This is an optimization exercise on Yosys and OpenROAD, whose aim is small area, a short achievable clock period and few clock cycles, not a production implementation.
Function was checked by simulation only, so behaviour that the tests miss may differ from the original.
Power figures rest on the tool's default switching activity, not on a simulated workload.

## design.v

```verilog
`timescale 1ns / 1ps
package hsid_pkg;
  localparam int HSID_WORD_WIDTH = 32;  
  localparam int HSID_DATA_WIDTH = 16;  
  localparam int HSID_DATA_WIDTH_MUL = 32;  
  localparam int HSID_DATA_WIDTH_ACC = 40;  
  localparam int HSID_HSP_BANDS_WIDTH = 7;  
  localparam int HSID_HSP_LIBRARY_WIDTH = 6;  
  localparam int HSID_FIFO_ADDR_WIDTH = 2;  
  localparam int HSID_MEM_ACCESS_WIDTH = HSID_HSP_BANDS_WIDTH + HSID_HSP_LIBRARY_WIDTH;  
  typedef enum logic [3:0] {
    HM_IDLE, HM_CLEAR, HM_CONFIG, HM_ERROR, HM_READ_HSP_CAPTURED,
    HM_COMPUTE_MSE, HM_WAIT_MSE, HM_COMPARE_MSE, HM_DONE
  } hsid_main_state_t;
  typedef enum logic [3:0] {
    HXT_IDLE, HXT_CLEAR, HXT_CONFIG, HXT_START_READ_CAPTURED, HXT_READ_CAPTURED, HXT_START_READ_LIBRARY, HXT_READ_LIBRARY
  } hsid_x_top_t;
  typedef enum logic [2:0] {
    HXOM_IDLE, HXOM_INIT, HXOM_READING, HXOM_DONE, HXOM_CLEAR
  } hsid_x_obi_mem_state_t;
  typedef enum logic [2:0] {
    HID_IDLE, HID_COMPUTE, HID_CHECK, HID_DONE, HID_CLEAR
  } hsid_ite_div_state_t;
endpackage
`timescale 1ns/1ps
import hsid_pkg::*;
module hsid_fifo #(
    parameter WORD_WIDTH = HSID_WORD_WIDTH,
    parameter FIFO_ADDR_WIDTH = HSID_FIFO_ADDR_WIDTH
  ) (
    input logic clk,
    input logic rst_n,
    input logic loop_en,
    input logic wr_en,
    input logic rd_en,
    input logic [WORD_WIDTH-1:0] data_in,
    input logic [FIFO_ADDR_WIDTH:0] almost_full_threshold,
    output logic [WORD_WIDTH-1:0] data_out,
    output logic full,
    output logic almost_full,
    output logic empty,
    input logic clear
  );
  localparam FIFO_DEPTH = 2 ** FIFO_ADDR_WIDTH;  
  logic [WORD_WIDTH-1:0] fifo_mem[0:FIFO_DEPTH-1];
  logic [FIFO_ADDR_WIDTH-1:0] wr_ptr;
  logic [FIFO_ADDR_WIDTH-1:0] rd_ptr;
  logic [FIFO_ADDR_WIDTH:0] fifo_count;  
  logic [1:0] fifo_request;
  assign full  = (fifo_count == FIFO_DEPTH);  
  assign empty = (fifo_count == 0);
  assign almost_full = (fifo_count >= almost_full_threshold);  
  assign fifo_request = {rd_en && !empty, wr_en && !full};  
  always @(posedge clk or negedge rst_n) begin
    if (!rst_n) begin
      clear_fifo();
    end else begin
      if (clear) begin
        clear_fifo();
      end else if (loop_en && !empty) begin
        loop_fifo();   
      end else if (!loop_en) begin
        casez (fifo_request)
          2'b10:   read_fifo();    
          2'b01:   write_input();    
          2'b11:   read_and_write();    
          default: ;   
        endcase
      end
    end
  end
  task loop_fifo();
    data_out <= fifo_mem[rd_ptr];
    fifo_mem[wr_ptr] <= fifo_mem[rd_ptr];
    rd_ptr <= rd_ptr + 1;
    wr_ptr <= wr_ptr + 1;
  endtask
  task read_fifo();
    data_out <= fifo_mem[rd_ptr];
    rd_ptr   <= rd_ptr + 1;
    fifo_count <= fifo_count - 1;
  endtask
  task write_input();
    fifo_mem[wr_ptr] <= data_in;
    wr_ptr <= wr_ptr + 1;
    fifo_count <= fifo_count + 1;
  endtask
  task read_and_write();
    data_out <= fifo_mem[rd_ptr];
    fifo_mem[wr_ptr] <= data_in;
    rd_ptr <= rd_ptr + 1;
    wr_ptr <= wr_ptr + 1;
    fifo_count <= fifo_count;  
  endtask
  task clear_fifo();
    wr_ptr <= 0;
    rd_ptr <= 0;
    fifo_count <= 0;
    for (int i = 0; i < FIFO_DEPTH; i++) begin : fifo_mem_rst
      fifo_mem[i] <= '0;
    end
    data_out <= '0;
  endtask
endmodule
`timescale 1ns / 1ps
import hsid_pkg::*;
module hsid_sq_df_acc #(
    parameter DATA_WIDTH = HSID_DATA_WIDTH,   
    parameter DATA_WIDTH_MUL = HSID_DATA_WIDTH_MUL,  
    parameter DATA_WIDTH_ACC = HSID_DATA_WIDTH_ACC  
  ) (
    input logic clk,
    input logic rst_n,
    input logic clear,
    input logic initial_acc_en,  
    input logic [DATA_WIDTH_ACC-1:0] initial_acc,  
    input logic data_in_valid,  
    input logic [DATA_WIDTH-1:0] data_in_a,  
    input logic [DATA_WIDTH-1:0] data_in_b,  
    input logic data_in_last,
    output logic acc_valid,  
    output logic [DATA_WIDTH_ACC-1:0] acc_value,  
    output logic acc_last,  
    output logic acc_of  
  );
  logic stage_1_en, stage_2_en;  
  logic acc_1_en, acc_2_en;  
  logic [DATA_WIDTH_ACC-1:0] acc_1, acc_2;  
  logic last_1, last_2;  
  logic signed [DATA_WIDTH:0] diff;  
  logic [DATA_WIDTH_MUL-1:0] mult;  
  logic [DATA_WIDTH_ACC:0] acc_w_of;  
  logic acc_reg_of;  
  assign acc_of = acc_reg_of || acc_w_of[DATA_WIDTH_ACC];  
  assign acc_value = acc_w_of[DATA_WIDTH_ACC-1:0];  
  always @(posedge clk or negedge rst_n) begin
    if (!rst_n) begin
      reset_values();
    end else begin
      if (clear) begin
        reset_values();
      end else begin
        if (data_in_valid) begin : diff_stage
          stage_1_en <= 1;
          acc_1_en <= initial_acc_en;  
          acc_1 <= initial_acc;  
          last_1 <= data_in_last;  
          diff <= data_in_a - data_in_b;  
        end else begin
          stage_1_en <= 0;  
        end
        if (stage_1_en) begin : square_diff_stage
          stage_2_en <= 1;
          acc_2_en <= acc_1_en;  
          acc_2 <= acc_1;  
          last_2 <= last_1;  
          mult <= diff * diff;  
        end else begin
          stage_2_en <= 0;  
        end
        if (stage_2_en) begin : accumulate_stage
          acc_valid <= 1;  
          acc_last <= last_2;  
          if(acc_2_en) begin
            acc_reg_of <= 0;
            acc_w_of <= acc_2 + mult;  
          end else begin
            if (acc_w_of[DATA_WIDTH_ACC]) begin
              acc_reg_of <= 1;  
            end
            acc_w_of <= acc_w_of + mult;  
          end
        end else begin
          acc_valid <= 0;  
          acc_last <= 0;  
        end
      end
    end
  end
  task reset_values();
    diff <= 0;  
    mult <= 0;  
    stage_1_en <= 0;  
    stage_2_en <= 0;  
    acc_1 <= 0;  
    acc_2 <= 0;  
    acc_1_en <= 0;  
    acc_2_en <= 0;  
    last_1 <= 0;  
    last_2 <= 0;  
    acc_w_of <= 0;  
    acc_reg_of <= 0;  
    acc_last <= 0;  
    acc_valid <= 0;  
  endtask
endmodule
`timescale 1ns / 1ps
import hsid_pkg::*;
module hsid_divider #(
    parameter HSP_LIBRARY_WIDTH = HSID_HSP_LIBRARY_WIDTH,
    parameter K = 32,  
    localparam DK = 2*K  
  ) (
    input logic clk,
    input logic rst_n,
    input logic clear,
    input logic start,
    input logic [DK-1:0] dividend,
    input logic [K-1:0] divisor,
    input logic of_in,  
    input logic [HSP_LIBRARY_WIDTH-1:0] hsp_ref_in,
    output logic idle,
    output logic done,
    output logic ready,
    output logic [K-1:0] quotient,
    output logic [K-1:0] remainder,
    output logic overflow,
    output logic [HSP_LIBRARY_WIDTH-1:0] hsp_ref_out
  );
  localparam STEP_COUNT_WIDTH = $clog2(K);
  hsid_pkg::hsid_ite_div_state_t state;
  hsid_pkg::hsid_ite_div_state_t next_state;
  logic [K:0] divisor_ext;
  logic [K:0] rem_reg;  
  logic [K-1:0] q_reg;  
  logic qbit_next;
  logic [K:0] rem_shift, rem_next, rem_final;
  logic [STEP_COUNT_WIDTH-1:0] step;  
  assign rem_shift = {rem_reg[K-1:0], q_reg[K-1]};  
  assign rem_next = rem_reg[K] ? (rem_shift + divisor_ext) : (rem_shift - divisor_ext);  
  assign qbit_next = ~rem_next[K];  
  assign rem_final = (state == HID_CHECK) ? (rem_reg[K] ? (rem_reg + divisor_ext) : rem_reg) : '0;
  always @(posedge clk or negedge rst_n) begin
    if (!rst_n) begin
      state <= HID_IDLE;
      reset_dut();
    end else begin
      state <= next_state;
      case (state)
        HID_CLEAR: begin
          reset_dut();
        end
        HID_IDLE: begin
          if (clear) begin
            reset_dut();
          end else if (start) begin
            divisor_ext <= {1'b0, divisor};  
            rem_reg <= {1'b0, dividend[DK-1:K]};  
            q_reg <= dividend[K-1:0];             
            step <= K - 1;
            overflow <= of_in || (dividend >= {{K{1'b0}}, divisor} << K);  
            hsp_ref_out <= hsp_ref_in;  
          end
        end
        HID_COMPUTE: begin
          rem_reg <= rem_next;  
          q_reg <= {q_reg[K-2:0], qbit_next};  
          step <= step - 1;  
        end
        HID_CHECK: begin
          quotient <= q_reg;
          remainder <= rem_final[K-1:0];
        end
      endcase
    end
  end
  always_comb begin
    case (state)
      HID_IDLE: begin
        idle = 1; ready = 1; done = 0;
        next_state = start && !clear ? HID_COMPUTE : HID_IDLE;
      end
      HID_COMPUTE: begin
        idle = 0; ready = 0; done = 0;
        next_state = clear ? HID_CLEAR : (overflow ? HID_DONE : (step == 0 ? HID_CHECK : HID_COMPUTE));
      end
      HID_CHECK: begin
        idle = 0; ready = 0; done = 0;
        next_state = clear ? HID_CLEAR : HID_DONE;
      end
      HID_DONE: begin
        idle = 0; ready = 0; done = 1;
        next_state = HID_IDLE;
      end
      HID_CLEAR: begin
        idle = 0; ready = 0; done = 0;
        next_state = HID_IDLE;
      end
      default: begin
        idle = 1; ready = 0; done = 0;
        next_state = HID_IDLE;
      end
    endcase
  end
  task reset_dut();
    divisor_ext <= 0;
    q_reg <= 0;
    rem_reg <= 0;
    step <= 0;
    overflow <= 0;
    quotient <= 0;
    remainder <= 0;
    hsp_ref_out <= 0;
  endtask
endmodule
`timescale 1ns / 1ps
import hsid_pkg::*;
module hsid_mse #(
    parameter WORD_WIDTH = HSID_WORD_WIDTH,   
    parameter DATA_WIDTH = HSID_DATA_WIDTH,   
    parameter DATA_WIDTH_MUL = HSID_DATA_WIDTH_MUL,   
    parameter DATA_WIDTH_ACC = HSID_DATA_WIDTH_ACC,   
    parameter HSP_BANDS_WIDTH = HSID_HSP_BANDS_WIDTH,   
    parameter HSP_LIBRARY_WIDTH = HSID_HSP_LIBRARY_WIDTH   
  ) (
    input logic clk,
    input logic rst_n,
    input logic clear,
    input logic band_pack_start,
    input logic band_pack_last,
    input logic [HSP_LIBRARY_WIDTH-1:0] hsp_ref,
    input logic [WORD_WIDTH-1:0] band_pack_a,  
    input logic [WORD_WIDTH-1:0] band_pack_b,  
    input logic band_pack_valid,   
    input logic [HSP_BANDS_WIDTH-1:0] hsp_bands,   
    output logic [WORD_WIDTH-1:0] mse_value,   
    output logic [HSP_LIBRARY_WIDTH-1:0] mse_ref,   
    output logic mse_valid,   
    output logic acc_of
  );
  localparam HALF_WORD_WIDTH = WORD_WIDTH / 2;  
  localparam K = WORD_WIDTH;
  localparam DK = 2*K;
  localparam DIVIDEND_ZERO_FILL = {(DK - DATA_WIDTH_ACC){1'b0}};  
  localparam DIVISOR_ZERO_FILL = {(K - HSP_BANDS_WIDTH){1'b0}};  
  logic channel_1_acc_valid, channel_2_acc_valid;
  logic [DATA_WIDTH_ACC-1:0] channel_1_acc_value, channel_2_acc_value;
  logic channel_1_acc_last, channel_2_acc_last;
  logic channel_1_acc_of, channel_2_acc_of;   
  logic compute_acc_sum_en;   
  assign compute_acc_sum_en = channel_1_acc_valid && channel_2_acc_valid
    && (channel_1_acc_last == channel_2_acc_last)
    && (channel_1_acc_last);
  logic compute_mse_en;
  logic [DATA_WIDTH_ACC:0] acc_value;   
  logic [HSP_LIBRARY_WIDTH-1:0] acc_ref;   
  logic [HSP_BANDS_WIDTH-1:0] acc_hsp_bands;  
  logic acc_channel_of;
  always @(posedge clk or negedge rst_n) begin
    if (!rst_n) begin
      reset_values();
    end else begin
      if (clear) begin
        reset_values();
      end else begin
        if (band_pack_valid && band_pack_last) begin: last_band_pack
          acc_ref <= hsp_ref;  
          acc_hsp_bands <= hsp_bands;  
        end
        if (compute_acc_sum_en) begin: compute_acc_sum
          compute_mse_en <= 1;   
          acc_channel_of <= channel_1_acc_of || channel_2_acc_of;   
          acc_value <= channel_1_acc_value + channel_2_acc_value;   
        end else begin
          compute_mse_en <= 0;   
        end
      end
    end
  end
  hsid_sq_df_acc #(
    .DATA_WIDTH(DATA_WIDTH),
    .DATA_WIDTH_MUL(DATA_WIDTH_MUL),
    .DATA_WIDTH_ACC(DATA_WIDTH_ACC)
  ) channel_1 (
    .clk(clk),
    .rst_n(rst_n),
    .data_in_valid(band_pack_valid),   
    .initial_acc_en(band_pack_valid && band_pack_start),   
    .initial_acc('0),
    .data_in_a(band_pack_a[HALF_WORD_WIDTH-1:0]),   
    .data_in_b(band_pack_b[HALF_WORD_WIDTH-1:0]),   
    .data_in_last(band_pack_last),
    .acc_valid(channel_1_acc_valid),
    .acc_value(channel_1_acc_value),
    .acc_last(channel_1_acc_last),
    .clear(clear),   
    .acc_of(channel_1_acc_of)   
  );
  hsid_sq_df_acc #(
    .DATA_WIDTH(DATA_WIDTH),
    .DATA_WIDTH_MUL(DATA_WIDTH_MUL),
    .DATA_WIDTH_ACC(DATA_WIDTH_ACC)
  ) channel_2 (
    .clk(clk),
    .rst_n(rst_n),
    .data_in_valid(band_pack_valid),   
    .initial_acc_en(band_pack_valid && band_pack_start),
    .initial_acc('0),
    .data_in_a(band_pack_a[WORD_WIDTH-1:HALF_WORD_WIDTH]),   
    .data_in_b(band_pack_b[WORD_WIDTH-1:HALF_WORD_WIDTH]),   
    .data_in_last(band_pack_last),
    .acc_valid(channel_2_acc_valid),
    .acc_value(channel_2_acc_value),
    .acc_last(channel_2_acc_last),
    .clear(clear),   
    .acc_of(channel_2_acc_of)   
  );
  hsid_divider #(
    .HSP_LIBRARY_WIDTH(HSP_LIBRARY_WIDTH),
    .K(WORD_WIDTH)
  ) divider (
    .clk(clk),
    .rst_n(rst_n),
    .dividend({DIVIDEND_ZERO_FILL, acc_value}),   
    .divisor({DIVISOR_ZERO_FILL, acc_hsp_bands}),
    .quotient(mse_value),
    .remainder(),
    .of_in(acc_value[DATA_WIDTH_ACC] || acc_channel_of),  
    .hsp_ref_in(acc_ref),
    .overflow(acc_of),
    .start(compute_mse_en),
    .clear(clear),
    .ready(),
    .done(mse_valid),
    .hsp_ref_out(mse_ref),
    .idle()
  );
  task reset_values();
    begin
      acc_channel_of <= 0;   
      acc_hsp_bands <= 0;  
      compute_mse_en <= 0;   
      acc_value <= 0;   
      acc_ref <= 0;   
    end
  endtask
endmodule
`timescale 1ns / 1ps
import hsid_pkg::*;
module hsid_mse_comp #(
    parameter WORD_WIDTH = HSID_WORD_WIDTH,   
    parameter HSP_LIBRARY_WIDTH = HSID_HSP_LIBRARY_WIDTH   
  ) (
    input logic clk,
    input logic rst_n,
    input logic clear,
    input logic mse_in_valid,   
    input logic mse_in_of,
    input logic [WORD_WIDTH-1:0] mse_in_value,   
    input logic [HSP_LIBRARY_WIDTH-1:0] mse_in_ref,
    output logic mse_out_valid,   
    output logic [WORD_WIDTH-1:0] mse_min_value,
    output logic [HSP_LIBRARY_WIDTH-1:0] mse_min_ref,
    output logic mse_min_changed,
    output logic [WORD_WIDTH-1:0] mse_max_value,
    output logic [HSP_LIBRARY_WIDTH-1:0] mse_max_ref,
    output logic mse_max_changed
  );
  always @(posedge clk or negedge rst_n) begin
    if (!rst_n) begin
      mse_clear();   
    end else begin
      if (clear) begin
        mse_clear();   
      end else begin
        if (mse_in_valid) begin
          mse_out_valid <= 1;
          if (!mse_in_of) begin
            if (mse_in_value <= mse_min_value) begin
              mse_min_changed <= 1;   
              mse_min_ref <= mse_in_ref;   
              mse_min_value <= mse_in_value;   
            end else begin
              mse_min_changed <= 0;   
            end
            if (mse_in_value >= mse_max_value) begin
              mse_max_changed <= 1;   
              mse_max_ref <= mse_in_ref;   
              mse_max_value <= mse_in_value;   
            end else begin
              mse_max_changed <= 0;   
            end
          end else begin
            mse_min_changed <= 0;
            mse_max_changed <= 0;
          end
        end else begin
          mse_out_valid <= 0;   
          mse_min_changed <= 0;
          mse_max_changed <= 0;
        end
      end
    end
  end
  task mse_clear();
    begin
      mse_min_value <= 32'hFFFFFFFF;   
      mse_max_value <= '0;   
      mse_out_valid <= 0;   
      mse_min_ref <= '0;   
      mse_max_ref <= '0;   
      mse_min_changed <= 0;   
      mse_max_changed <= 0;   
    end
  endtask
endmodule
`timescale 1ns / 1ps
import hsid_pkg::*;   
module hsid_main_fsm #(
    parameter WORD_WIDTH = HSID_WORD_WIDTH,   
    parameter HSP_BANDS_WIDTH = HSID_HSP_BANDS_WIDTH,   
    parameter HSP_LIBRARY_WIDTH = HSID_HSP_LIBRARY_WIDTH   
  ) (
    input logic clk,
    input logic rst_n,
    input logic clear,
    input logic band_data_in_valid,   
    input logic [WORD_WIDTH-1:0] band_data_in,  
    input logic [HSP_BANDS_WIDTH-1:0] hsp_bands,   
    input logic [HSP_LIBRARY_WIDTH-1:0] hsp_library_size,   
    output logic [HSP_BANDS_WIDTH-1:0] cfg_band_pack_threshold,   
    output logic [HSP_BANDS_WIDTH-1:0] cfg_hsp_bands,   
    input logic fifo_captured_complete,   
    input logic fifo_captured_empty,   
    input logic fifo_ref_empty,   
    input logic fifo_ref_full,   
    output logic [WORD_WIDTH-1:0] fifo_captured_data_in,
    output logic fifo_captured_write_en,
    output logic fifo_ref_write_en,
    input logic mse_valid,
    input logic [HSP_LIBRARY_WIDTH-1:0] mse_ref,
    input logic mse_comparison_valid,
    output logic [HSP_LIBRARY_WIDTH-1:0] hsp_ref_count,
    output logic band_pack_start,   
    output logic band_pack_last,   
    output logic band_pack_valid,   
    output logic fifo_both_read_en,
    output logic initialize,
    input logic start,
    output logic done,
    output logic idle,
    output logic ready,
    output logic error,
    output logic cancelled
  );
  hsid_pkg::hsid_main_state_t current_state;
  hsid_pkg::hsid_main_state_t next_state;
  logic [HSP_LIBRARY_WIDTH-1:0] cfg_hsp_library_size;
  logic cfg_fail;   
  logic [HSP_BANDS_WIDTH-1:0] ref_band_pack_count;
  logic hsp_ref_last;
  assign fifo_both_read_en = (current_state == HM_COMPUTE_MSE && next_state == HM_COMPUTE_MSE && !fifo_ref_empty && !fifo_captured_empty);
  assign hsp_ref_last = (current_state == HM_COMPUTE_MSE && hsp_ref_count == cfg_hsp_library_size - 1);
  assign band_pack_start = (current_state == HM_COMPUTE_MSE && band_pack_valid && ref_band_pack_count == 0);
  assign band_pack_last = (current_state == HM_COMPUTE_MSE && band_pack_valid && ref_band_pack_count == cfg_band_pack_threshold - 1);
  assign cfg_fail = (current_state == HM_CONFIG && hsp_bands < 7 || hsp_library_size == 0);
  assign fifo_captured_write_en = (current_state == HM_READ_HSP_CAPTURED && next_state == HM_READ_HSP_CAPTURED && band_data_in_valid);  
  assign fifo_captured_data_in = current_state == HM_READ_HSP_CAPTURED ? band_data_in : '0;  
  assign fifo_ref_write_en = (current_state == HM_COMPUTE_MSE && next_state == HM_COMPUTE_MSE && band_data_in_valid);
  assign initialize = (current_state == HM_DONE || current_state == HM_ERROR);
  always @(posedge clk or negedge rst_n) begin
    if (!rst_n) begin
      current_state <= HM_IDLE;   
      reset_values();
    end else begin
      current_state <= next_state;   
      if (current_state == HM_CLEAR || current_state == HM_DONE || current_state == HM_ERROR) begin
        reset_values();
      end else if (current_state == HM_CONFIG) begin
        cfg_hsp_bands <= hsp_bands;   
        cfg_hsp_library_size <= hsp_library_size;   
        cfg_band_pack_threshold <= (hsp_bands + 1) / 2;
      end else begin
        band_pack_valid <= fifo_both_read_en;  
        if (band_pack_valid) begin
          if (ref_band_pack_count == cfg_band_pack_threshold - 1) begin
            ref_band_pack_count <= 0;   
          end else begin
            ref_band_pack_count <= ref_band_pack_count + 1;
          end
          if (band_pack_last) begin
            hsp_ref_count <= hsp_ref_count + 1;
          end
        end
      end
    end
  end
  always_comb begin
    case (current_state)
      HM_IDLE: begin
        idle = 1; ready = 0; done = 0; error = 0; cancelled = 0;
        next_state = !clear && start ? HM_CONFIG : HM_IDLE;  
      end
      HM_CLEAR: begin
        idle = 0; ready = 0; done = 0; error = 0; cancelled = 1;
        next_state = HM_IDLE;   
      end
      HM_CONFIG: begin
        idle = 0; ready = 0; done = 0; error = 0; cancelled = 0;
        next_state = clear ? HM_CLEAR : (cfg_fail ? HM_ERROR : HM_READ_HSP_CAPTURED);
      end
      HM_ERROR: begin
        idle = 0; ready = 0; done = 0; error = 1; cancelled = 0;   
        next_state = HM_IDLE;   
      end
      HM_READ_HSP_CAPTURED: begin
        idle = 0; ready = !fifo_captured_complete; done = 0; error = 0; cancelled = 0;
        next_state = clear ? HM_CLEAR : (fifo_captured_complete ? HM_COMPUTE_MSE : HM_READ_HSP_CAPTURED);
      end
      HM_COMPUTE_MSE: begin
        idle = 0; ready = !fifo_ref_full; done = 0; error = 0; cancelled = 0;
        next_state = clear ? HM_CLEAR : (hsp_ref_last & band_pack_last ? HM_WAIT_MSE : HM_COMPUTE_MSE);
      end
      HM_WAIT_MSE: begin
        idle = 0; ready = 0; done = 0; error = 0; cancelled = 0;
        next_state = clear ? HM_CLEAR : (mse_valid && mse_ref == cfg_hsp_library_size - 1 ? HM_COMPARE_MSE : HM_WAIT_MSE);
      end
      HM_COMPARE_MSE: begin
        idle = 0; ready = 0; done = 0; error = 0; cancelled = 0;
        next_state = clear ? HM_CLEAR : (mse_comparison_valid ? HM_DONE : HM_COMPARE_MSE);
      end
      HM_DONE: begin
        idle = 0; ready = 0; done = 1; error = 0; cancelled = 0;
        next_state = HM_IDLE;
      end
      default: begin
        idle = 1; ready = 0; done = 0; error = 0; cancelled = 0;
        next_state = HM_IDLE;
      end
    endcase
  end
  task reset_values();
    begin
      ref_band_pack_count <= 0;
      hsp_ref_count <= 0;
      band_pack_valid <= 0;
      cfg_band_pack_threshold <= {{HSP_BANDS_WIDTH{1'b1}}};   
      cfg_hsp_library_size <= {{HSP_LIBRARY_WIDTH{1'b1}}};  
      cfg_hsp_bands <= {{HSP_BANDS_WIDTH{1'b1}}};  
    end
  endtask
endmodule
`timescale 1ns / 1ps
import hsid_pkg::*;   
module hsid_main #(
    parameter WORD_WIDTH = HSID_WORD_WIDTH,   
    parameter DATA_WIDTH = HSID_DATA_WIDTH,   
    parameter DATA_WIDTH_MUL = HSID_DATA_WIDTH_MUL,   
    parameter DATA_WIDTH_ACC = HSID_DATA_WIDTH_ACC,   
    parameter BUFFER_WIDTH = HSID_FIFO_ADDR_WIDTH,   
    parameter HSP_BANDS_WIDTH = HSID_HSP_BANDS_WIDTH,   
    parameter HSP_LIBRARY_WIDTH = HSID_HSP_LIBRARY_WIDTH   
  ) (
    input logic clk,
    input logic rst_n,
    input logic clear,
    input logic band_data_in_valid,   
    input logic [WORD_WIDTH-1:0] band_data_in,  
    input logic [HSP_LIBRARY_WIDTH-1:0] hsp_library_size_in,   
    input logic [HSP_BANDS_WIDTH-1:0] hsp_bands_in,   
    output logic [HSP_LIBRARY_WIDTH-1:0] mse_min_ref,
    output logic [HSP_LIBRARY_WIDTH-1:0] mse_max_ref,
    output logic [WORD_WIDTH-1:0] mse_min_value,   
    output logic [WORD_WIDTH-1:0] mse_max_value,   
    input logic start,
    output logic done,
    output logic idle,
    output logic ready,
    output logic error,
    output logic cancelled
  );
  wire fifo_captured_complete, fifo_captured_empty;
  wire fifo_ref_full, fifo_ref_empty;
  wire [WORD_WIDTH-1:0] fifo_captured_data_in;
  wire fifo_captured_write_en, fifo_ref_write_en;
  wire fifo_both_read_en;
  wire [WORD_WIDTH-1:0] fifo_captured_data_out, fifo_ref_data_out;
  wire mse_valid;   
  wire acc_of;   
  wire mse_comparison_valid;   
  wire band_pack_start;   
  wire band_pack_last;   
  wire band_pack_valid;  
  wire [HSP_LIBRARY_WIDTH-1:0] hsp_ref;   
  wire [WORD_WIDTH-1:0] mse_out;   
  wire [HSP_LIBRARY_WIDTH-1:0] mse_ref;   
  wire initialize;
  wire [HSP_BANDS_WIDTH-1:0] cfg_band_pack_threshold;
  wire [HSP_BANDS_WIDTH-1:0] cfg_hsp_bands;
  hsid_main_fsm #(
    .HSP_BANDS_WIDTH(HSP_BANDS_WIDTH),
    .HSP_LIBRARY_WIDTH(HSP_LIBRARY_WIDTH)
  ) fsm (
    .clk(clk),
    .rst_n(rst_n),
    .clear(clear),
    .band_data_in_valid(band_data_in_valid),
    .band_data_in(band_data_in),
    .hsp_bands(hsp_bands_in),
    .hsp_library_size(hsp_library_size_in),
    .fifo_captured_complete(fifo_captured_complete),
    .fifo_captured_empty(fifo_captured_empty),
    .fifo_ref_empty(fifo_ref_empty),
    .fifo_ref_full(fifo_ref_full),
    .fifo_captured_data_in(fifo_captured_data_in),
    .fifo_captured_write_en(fifo_captured_write_en),
    .fifo_ref_write_en(fifo_ref_write_en),
    .mse_valid(mse_valid),
    .mse_comparison_valid(mse_comparison_valid),
    .mse_ref(mse_ref),
    .cfg_band_pack_threshold(cfg_band_pack_threshold),
    .cfg_hsp_bands(cfg_hsp_bands),
    .hsp_ref_count(hsp_ref),
    .band_pack_start(band_pack_start),   
    .band_pack_last(band_pack_last),
    .band_pack_valid(band_pack_valid),
    .fifo_both_read_en(fifo_both_read_en),   
    .initialize(initialize),   
    .start(start),
    .done(done),
    .idle(idle),
    .ready(ready),
    .error(error),
    .cancelled(cancelled)
  );
  hsid_mse #(
    .WORD_WIDTH(WORD_WIDTH),
    .DATA_WIDTH(DATA_WIDTH),
    .HSP_BANDS_WIDTH(HSP_BANDS_WIDTH),
    .HSP_LIBRARY_WIDTH(HSP_LIBRARY_WIDTH),
    .DATA_WIDTH_ACC(DATA_WIDTH_ACC),
    .DATA_WIDTH_MUL(DATA_WIDTH_MUL)
  ) mse (
    .clk(clk),
    .rst_n(rst_n),
    .clear(clear || initialize),
    .band_pack_start(band_pack_start),
    .band_pack_last(band_pack_last),
    .hsp_ref(hsp_ref),
    .band_pack_a(fifo_captured_data_out),
    .band_pack_b(fifo_ref_data_out),
    .band_pack_valid(band_pack_valid),
    .hsp_bands(cfg_hsp_bands),
    .mse_value(mse_out),
    .mse_ref(mse_ref),
    .mse_valid(mse_valid),
    .acc_of(acc_of)
  );
  hsid_mse_comp #(
    .WORD_WIDTH(WORD_WIDTH),
    .HSP_LIBRARY_WIDTH(HSP_LIBRARY_WIDTH)
  ) mse_comp (
    .clk(clk),
    .rst_n(rst_n),
    .mse_in_valid(mse_valid),   
    .mse_in_of(acc_of),
    .mse_in_value(mse_out),
    .mse_in_ref(mse_ref),
    .clear(clear || initialize),
    .mse_min_value(mse_min_value),
    .mse_min_ref(mse_min_ref),
    .mse_min_changed(),
    .mse_max_value(mse_max_value),
    .mse_max_ref(mse_max_ref),
    .mse_max_changed(),
    .mse_out_valid(mse_comparison_valid)
  );
  hsid_fifo #(
    .WORD_WIDTH(WORD_WIDTH),
    .FIFO_ADDR_WIDTH(HSP_BANDS_WIDTH - 1)   
  ) fifo_captured (
    .clk(clk),
    .rst_n(rst_n),
    .loop_en(fifo_both_read_en),
    .wr_en(fifo_captured_write_en),
    .rd_en(fifo_both_read_en),
    .data_in(fifo_captured_data_in),
    .almost_full_threshold(cfg_band_pack_threshold),   
    .data_out(fifo_captured_data_out),
    .full(),
    .almost_full(fifo_captured_complete),
    .empty(fifo_captured_empty),
    .clear(clear || initialize)
  );
  hsid_fifo #(
    .WORD_WIDTH(WORD_WIDTH),
    .FIFO_ADDR_WIDTH(BUFFER_WIDTH)   
  ) fifo_ref (
    .clk(clk),
    .rst_n(rst_n),
    .loop_en('0),   
    .wr_en(fifo_ref_write_en),
    .rd_en(fifo_both_read_en),
    .data_in(band_data_in),
    .almost_full_threshold({BUFFER_WIDTH,{1'b1}}),   
    .data_out(fifo_ref_data_out),
    .full(fifo_ref_full),
    .almost_full(),
    .empty(fifo_ref_empty),
    .clear(clear || initialize)
  );
endmodule
```

## constraint.sdc

```tcl
create_clock -name core_clock -period 10.0 [get_ports {clk}]
set_input_delay 2.0000 -clock core_clock [delete_from_list [all_inputs] [get_ports {clk}]]
set_output_delay 2.0000 -clock core_clock [all_outputs]
set_load 0.01 [all_outputs]
```

## run.sh

```bash
#!/bin/bash
# synth_recipe.tcl (not shown) runs the flow's synth.tcl, then flattens the netlist and writes it again
# the make line also repeats each setting of config.mk as NAME=value (left out here)
make -C /OpenROAD-flow-scripts/flow DESIGN_CONFIG=/design/flow/config.mk WORK_HOME=/design/flow/orfs CLKGATE_MAP_FILE= SYNTH_SCRIPT=/design/flow/synth_recipe.tcl finish
```

## config.mk

```make
export PLATFORM = sky130hd
export DESIGN_NAME = hsid_main
export DESIGN_NICKNAME = hsid_main
export VERILOG_FILES = /design/flow/design.v
export SDC_FILE = /design/flow/constraint.sdc
export NUM_CORES = 4
export LEC_CHECK = 0
export CAP_MARGIN = 20
export CORE_MARGIN = 2
export CORE_UTILIZATION = 40
export SLEW_MARGIN = 20
```

==> results.txt <==
-- power by group through the flow --
stage	clock network (W)	registers, W	logic (W)
2_1_floorplan	0	0.0128	0.00151
4_1_cts	0.0119	0.0128	0.00275
3_3_place_gp	0	0.0130	0.00269
5_1_grt	0.0123	0.0130	0.00302
3_5_place_dp	0	0.0130	0.00275
6_report	0.0119	0.0128	0.00282
-- metal layers --
layer / global-route usage (%) / part of all wire (%) / up-vias
met2: 43.49 / 42 / 6305
met1: 42.51 / 41 / 58480
met4: 12.71 / 5.1 / 26
met3: 8.468 / 12 / 1467
met5: 0 / 0.031 / -
li1: - / - / 51735
-- cells in the mapped netlist (all sizes together), types with 38 or more instances --
cell type  instances
nand3            275
and2             194
a222oi            60
a22o              61
clkbuf           874
nor4              55
and3              38
xnor2            192
nand2b            59
a22oi            990
inv              855
dfstp             52
a211oi            84
dfrtp           2692
nand2           2929
nor2b             40
o21a              42
a21o             100
nor2             603
o211ai            46
mux2i            143
buf              257
xor2              89
ha               443
nor3             146
nand4            154
o21ai           2436
fa               521
a31oi             45
a21oi            524
-- cell families after synthesis --
group           Yosys count
simple gates           4609
compound gates         4564
flops                  2744
buf+inv                1990
fa+ha+maj               964
xor+xnor                282
mux                     146
-- area by class of cell --
type                            count  area [sq um]
Antenna cell                       22         55.05
Clock buffer                      430          8850
Clock inverter                    121          1520
Fill cell                       34453        197300
Inverter                          859          3224
Multi-Input combinational cell  10565         68460
Sequential cell                  2744         68740
Tap cell                         4773          5972
Timing Repair Buffer              460          4223
-- how the worst max path moves through the flow --
| stage | slack (ps) | end | cells after the start | start |
|---|---|---|---|---|
| finish | 2200 | mse.channel_1.mult[29] | 21 | mse.channel_1.diff[12] |
| global route | 1780 | mse.channel_1.mult[29] | 20 | mse.channel_1.diff[10] |
| floorplan | 3610 | mse.channel_2.mult[31] | 25 | mse.channel_2.diff[4] |
| global placement | 2370 | mse.channel_1.mult[29] | 21 | mse.channel_1.diff[12] |
| CTS | 2270 | mse.channel_1.mult[29] | 21 | mse.channel_1.diff[11] |
| detailed placement | 2300 | mse.channel_1.mult[29] | 21 | mse.channel_1.diff[12] |
-- placed cells by master (no fill, tap or decap), drive strengths merged, types with 28 or more instances in the layout --
master,instances
nand2,2929
nand2b,59
clkbuf,430
o211ai,46
a22oi,990
a211oi,84
xor2,89
o21a,42
a21oi,524
ha,443
buf,331
a31oi,45
dfstp,52
and3,38
a22o,61
nor2b,40
or3,31
clkdlybuf4s50,129
a222oi,60
clkinv,72
nor3,146
inv,870
nor4,55
nand4,154
and2,194
xnor2,192
nor2,603
dfrtp,2692
fa,521
o21ai,2436
mux2i,143
o21bai,31
a21o,100
nand3,275
bufinv,28
-- stage by stage --
stage	cells	setup slack [ps]	area (sq um)
after detailed placement	19399	2303	150600
final	19974	2197	161000
after global placement	19397	2366	150500
after global routing	19959	1783	161000
after floorplan	15299	3606	143800
after CTS	19950	2273	160900
-- worst max-delay path: cells and delay by family, from the launching register on --
family,cells,cell delay [ps]
DFF,1,860
xor gates and xnor gates,1,250
buffers and inverters,5,520
adders and majority gates,7,3390
and+or+nand+nor,1,260
AOI/OAI and AO/OA,7,2390
==> report_table.html <==
<table>
<tr><th>Metric</th><th>Value</th></tr>
<tr><th colspan="2">Logic synthesis</th></tr>
<tr><td>Yosys synthesis warning count</td><td>10</td></tr>
<tr><td>Synth top area cells</td><td>sky130_fd_sc_hd__dfrtp_1 47%, sky130_fd_sc_hd__nand2_1 7.6%, sky130_fd_sc_hd__o21ai_0 7.6%, sky130_fd_sc_hd__fa_1 7.3%, sky130_fd_sc_hd__a22oi_1 5.2%</td></tr>
<tr><td>Number of enable flip-flop cells after synthesis</td><td>0</td></tr>
<tr><td>Synthesized-area fraction occupied by xor and xnor cells</td><td>1.733%</td></tr>
<tr><td>Synth Area in Compound Gates</td><td>19.06%</td></tr>
<tr><td>Cell type with the highest aggregate area in the netlist</td><td>sky130_fd_sc_hd__dfrtp_1</td></tr>
<tr><td>Flop and latch count out of synthesis</td><td>2744</td></tr>
<tr><td>Post-Synthesis Mean Instance Area</td><td>9.397 sq um</td></tr>
<tr><td>Proportion of synthesized flip-flops having asynchronous set or reset</td><td>100.0%</td></tr>
<tr><td>Number of distinct library cells after synthesis</td><td>91</td></tr>
<tr><td>Synth Area in Simple Gates</td><td>13.66%</td></tr>
<tr><td>Main combinational cell family by area after synthesis</td><td>compound AO/OA/AOI/OAI gates</td></tr>
<tr><td>Prevailing post-synth register cell</td><td>sky130_fd_sc_hd__dfrtp_1</td></tr>
<tr><td>Sequential cell area fraction in the yosys report</td><td>47.81%</td></tr>
<tr><td>Share of cell area taken by muxes after synthesis</td><td>1.019%</td></tr>
<tr><td>Netlist Area Pre-Place</td><td>0.1438 sq mm</td></tr>
<tr><td>Post-Syn Instances</td><td>15299</td></tr>
<tr><td>Share of synthesized cell area in full adder, half adder and majority cells</td><td>11.11%</td></tr>
<tr><td>Synth top area share</td><td>46.86%</td></tr>
<tr><td>Post-Syn Nets</td><td>16313</td></tr>
<tr><th colspan="2">Outcome</th></tr>
<tr><td>Outcome</td><td>timing/DRC/antenna clean</td></tr>
<tr><th colspan="2">Pwr</th></tr>
<tr><td>Reported net switching power</td><td>0.007762 W</td></tr>
<tr><td>Total design power</td><td>0.02751 W</td></tr>
<tr><td>Internal power of the cells</td><td>0.01975 W</td></tr>
<tr><td>Register share of total power</td><td>46.6%</td></tr>
<tr><td>Sw frac</td><td>28.21%</td></tr>
<tr><td>VDD IR-drop max</td><td>0.0001509 V</td></tr>
<tr><td>Power density over the cells</td><td>170.8 mW/mm^2</td></tr>
<tr><td>Share of total power in combinational logic</td><td>10.3%</td></tr>
<tr><td>Leakage power</td><td>73.80 nW</td></tr>
<tr><td>Clock share of power</td><td>43.1%</td></tr>
<tr><th colspan="2">Place</th></tr>
<tr><td>PortBufs</td><td>130</td></tr>
<tr><td>DPL Wire Length</td><td>347.3 mm</td></tr>
<tr><td>Last weighted congestion value of the routability-driven placer</td><td>0.9119</td></tr>
<tr><th colspan="2">Drt</th></tr>
<tr><td>Routed Wire Length</td><td>558.2 mm</td></tr>
<tr><td>TritonRoute pass-1 iters</td><td>6</td></tr>
<tr><td>Vias after detailed routing</td><td>118013</td></tr>
<tr><td>Final ANT Viol Nets</td><td>0</td></tr>
<tr><td>Routed via count divided by cell count</td><td>5.908</td></tr>
<tr><td>Initial DRC count</td><td>15346</td></tr>
<tr><td>Routed len/inst</td><td>27.95 microns</td></tr>
<tr><td>DRC Markers</td><td>0</td></tr>
<tr><th colspan="2">Critical path</th></tr>
<tr><td>Peak fanout along the critical path</td><td>17</td></tr>
<tr><td>Worst Setup Start Kind</td><td>flip-flop</td></tr>
<tr><td>Kind of capture point of the worst setup path</td><td>flip-flop</td></tr>
<tr><td>Startpoint of the lowest-slack register-to-register path</td><td>mse.channel_1.diff[12]</td></tr>
<tr><td>Slowest stage delay, CP</td><td>860 ps</td></tr>
<tr><td>Cell repeated most along the worst path</td><td>sky130_fd_sc_hd__fa_1</td></tr>
<tr><td>R2R cell count</td><td>21</td></tr>
<tr><td>Worst flop-to-flop path endpoint</td><td>mse.channel_1.mult[29]</td></tr>
<tr><td>Critical path required time</td><td>10700 ps</td></tr>
<tr><td>Cell at the slowest stage of the critical path</td><td>sky130_fd_sc_hd__dfrtp_1</td></tr>
<tr><td>Ordered cell list for the critical path</td><td>inv_1, nor2_1, fa_1, fa_1, inv_1, fa_1, inv_1, fa_1, fa_1, inv_1, fa_1, inv_1, ha_1, a21o_1, a2111oi_0, o31ai_1, a21oi_1, o21ai_0, o31ai_1, xor2_1, o22ai_1</td></tr>
<tr><td>Slack of the worst reg-to-reg path</td><td>2200 ps</td></tr>
<tr><td>Arrival time of data at the critical path endpoint</td><td>8500 ps</td></tr>
<tr><td>Classification of the worst setup path</td><td>flip-flop to flip-flop</td></tr>
<tr><th colspan="2">Worst hold path</th></tr>
<tr><td>Endpoint with the worst hold slack</td><td>fifo_captured.fifo_mem[38][13]</td></tr>
<tr><td>Instance count along the most critical hold path</td><td>2</td></tr>
<tr><td>Tightest Hold Check Type</td><td>flip-flop to flip-flop</td></tr>
<tr><td>Hold path startpoint</td><td>fifo_captured.fifo_mem[38][13]</td></tr>
<tr><th colspan="2">STA</th></tr>
<tr><td>Worst hold slack</td><td>477.5 ps</td></tr>
<tr><td>Slew headroom</td><td>10.89%</td></tr>
<tr><td>Transition time at the pin with the least slew margin</td><td>1337 ps</td></tr>
<tr><td>Crit share post-route</td><td>78.03%</td></tr>
<tr><td>Final-report max-slew violation count</td><td>0</td></tr>
<tr><td>Hold Violations, Final</td><td>0</td></tr>
<tr><td>Worst setup skew after layout</td><td>141.7 ps</td></tr>
<tr><td>Final TNS setup</td><td>0 ps</td></tr>
<tr><td>Count of endpoints failing setup in the final report</td><td>0</td></tr>
<tr><td>Tmin final</td><td>7803 ps</td></tr>
<tr><td>Highest achievable clock rate</td><td>0.1282 GHz</td></tr>
<tr><td>Unrepaired setup endpoints after global routing</td><td>false</td></tr>
<tr><th colspan="2">Finish</th></tr>
<tr><td>Share of final-layout standard cells stronger than drive strength 1</td><td>7.405%</td></tr>
<tr><td>Leading registers by flop count</td><td>fifo_captured.fifo_mem (2048), fifo_ref.fifo_mem (128)</td></tr>
<tr><td>Number of flip-flops under the largest register name</td><td>2048</td></tr>
<tr><td>Final core occ</td><td>44.94%</td></tr>
<tr><td>Number of nets in the layout</td><td>15951</td></tr>
<tr><td>P&amp;R area growth vs syn</td><td>12.02%</td></tr>
<tr><td>Biggest register</td><td>fifo_captured.fifo_mem</td></tr>
<tr><th colspan="2">Global routing</th></tr>
<tr><td>Number of global-route vias before repair</td><td>111246</td></tr>
<tr><td>Global route total overflow</td><td>0</td></tr>
<tr><td>GR Util All Layers</td><td>30.21%</td></tr>
<tr><td>Number of antenna violations at the first check in global routing</td><td>46</td></tr>
<tr><td>Maximum number of pins on one net before global-route repair</td><td>237</td></tr>
<tr><td>Global-route wire length before repair</td><td>806.1 mm</td></tr>
<tr><th colspan="2">Clock tree</th></tr>
<tr><td>Maximum root-to-sink buffer count</td><td>4</td></tr>
<tr><td>TritonCTS Buffers</td><td>307</td></tr>
<tr><td>Worst-Skew Late Latency</td><td>970 ps</td></tr>
<tr><td>Clock Root Buffer</td><td>sky130_fd_sc_hd__clkbuf_16</td></tr>
<tr><td>Level count of the clock H-tree</td><td>5</td></tr>
<tr><td>TritonCTS clock tree</td><td>done</td></tr>
<tr><td>Number of buffers added to fix hold violations after cts</td><td>0</td></tr>
<tr><td>Clock slew at the register clock pins of the worst setup and hold paths</td><td>60 ps</td></tr>
<tr><td>Postcts setup bufs</td><td>0</td></tr>
<tr><td>Count of instances resized after the clock tree is built</td><td>0</td></tr>
<tr><td>TritonCTS Sinks</td><td>2744</td></tr>
<tr><th colspan="2">Floorplan</th></tr>
<tr><td>Area of the die</td><td>0.3642 sq mm</td></tr>
<tr><td>Chip width</td><td>603.5 microns</td></tr>
<tr><td>Core area</td><td>0.3584 sq mm</td></tr>
<tr><td>Vert. Die Dim</td><td>603.5 microns</td></tr>
<tr><td>Number of I/O pins</td><td>131</td></tr>
<tr><td>Effective utilization at floorplan</td><td>40.11%</td></tr>
<tr><td>Num rows</td><td>220</td></tr>
<tr><th colspan="2">Flow run</th></tr>
<tr><td># Max-Cap Violations</td><td>0</td></tr>
</table>
Testbench counts, summed over its fixed seeds: cycles 87,093.

separate check: timing with driven ports:
No port has a modelled driver above. Below, the same layout with a new extraction and two added sets of constraints. Step 1 (the two cells are an assumption about what drives the block):
set clk [get_ports {clk}]
set_driving_cell -lib_cell sky130_fd_sc_hd__clkbuf_16 $clk
set_driving_cell -lib_cell sky130_fd_sc_hd__buf_2 [delete_from_list [all_inputs] $clk]
Step 2, shift: input delay + t, output delay - t, t = (earliest + latest rising clock arrival at the registers) / 2. This alone moves slack from input paths to output paths. Three values: no drivers, after step 1, after step 2; two values: the first two.
shift t [ns]: 0.995
setup WS [ns]: 2.197 / 2.197 / 2.197
hold WS [ns]: 0.477 / 0.477 / 0.477
latest minus earliest clock arrival (ns): 0.148 / 0.148
worst slew at a driven data input, ns: 0.28
After both steps setup and hold are still met in this run. The setup slack of this run moves by 0.000 ns with the drivers and by 0.000 ns with both steps.
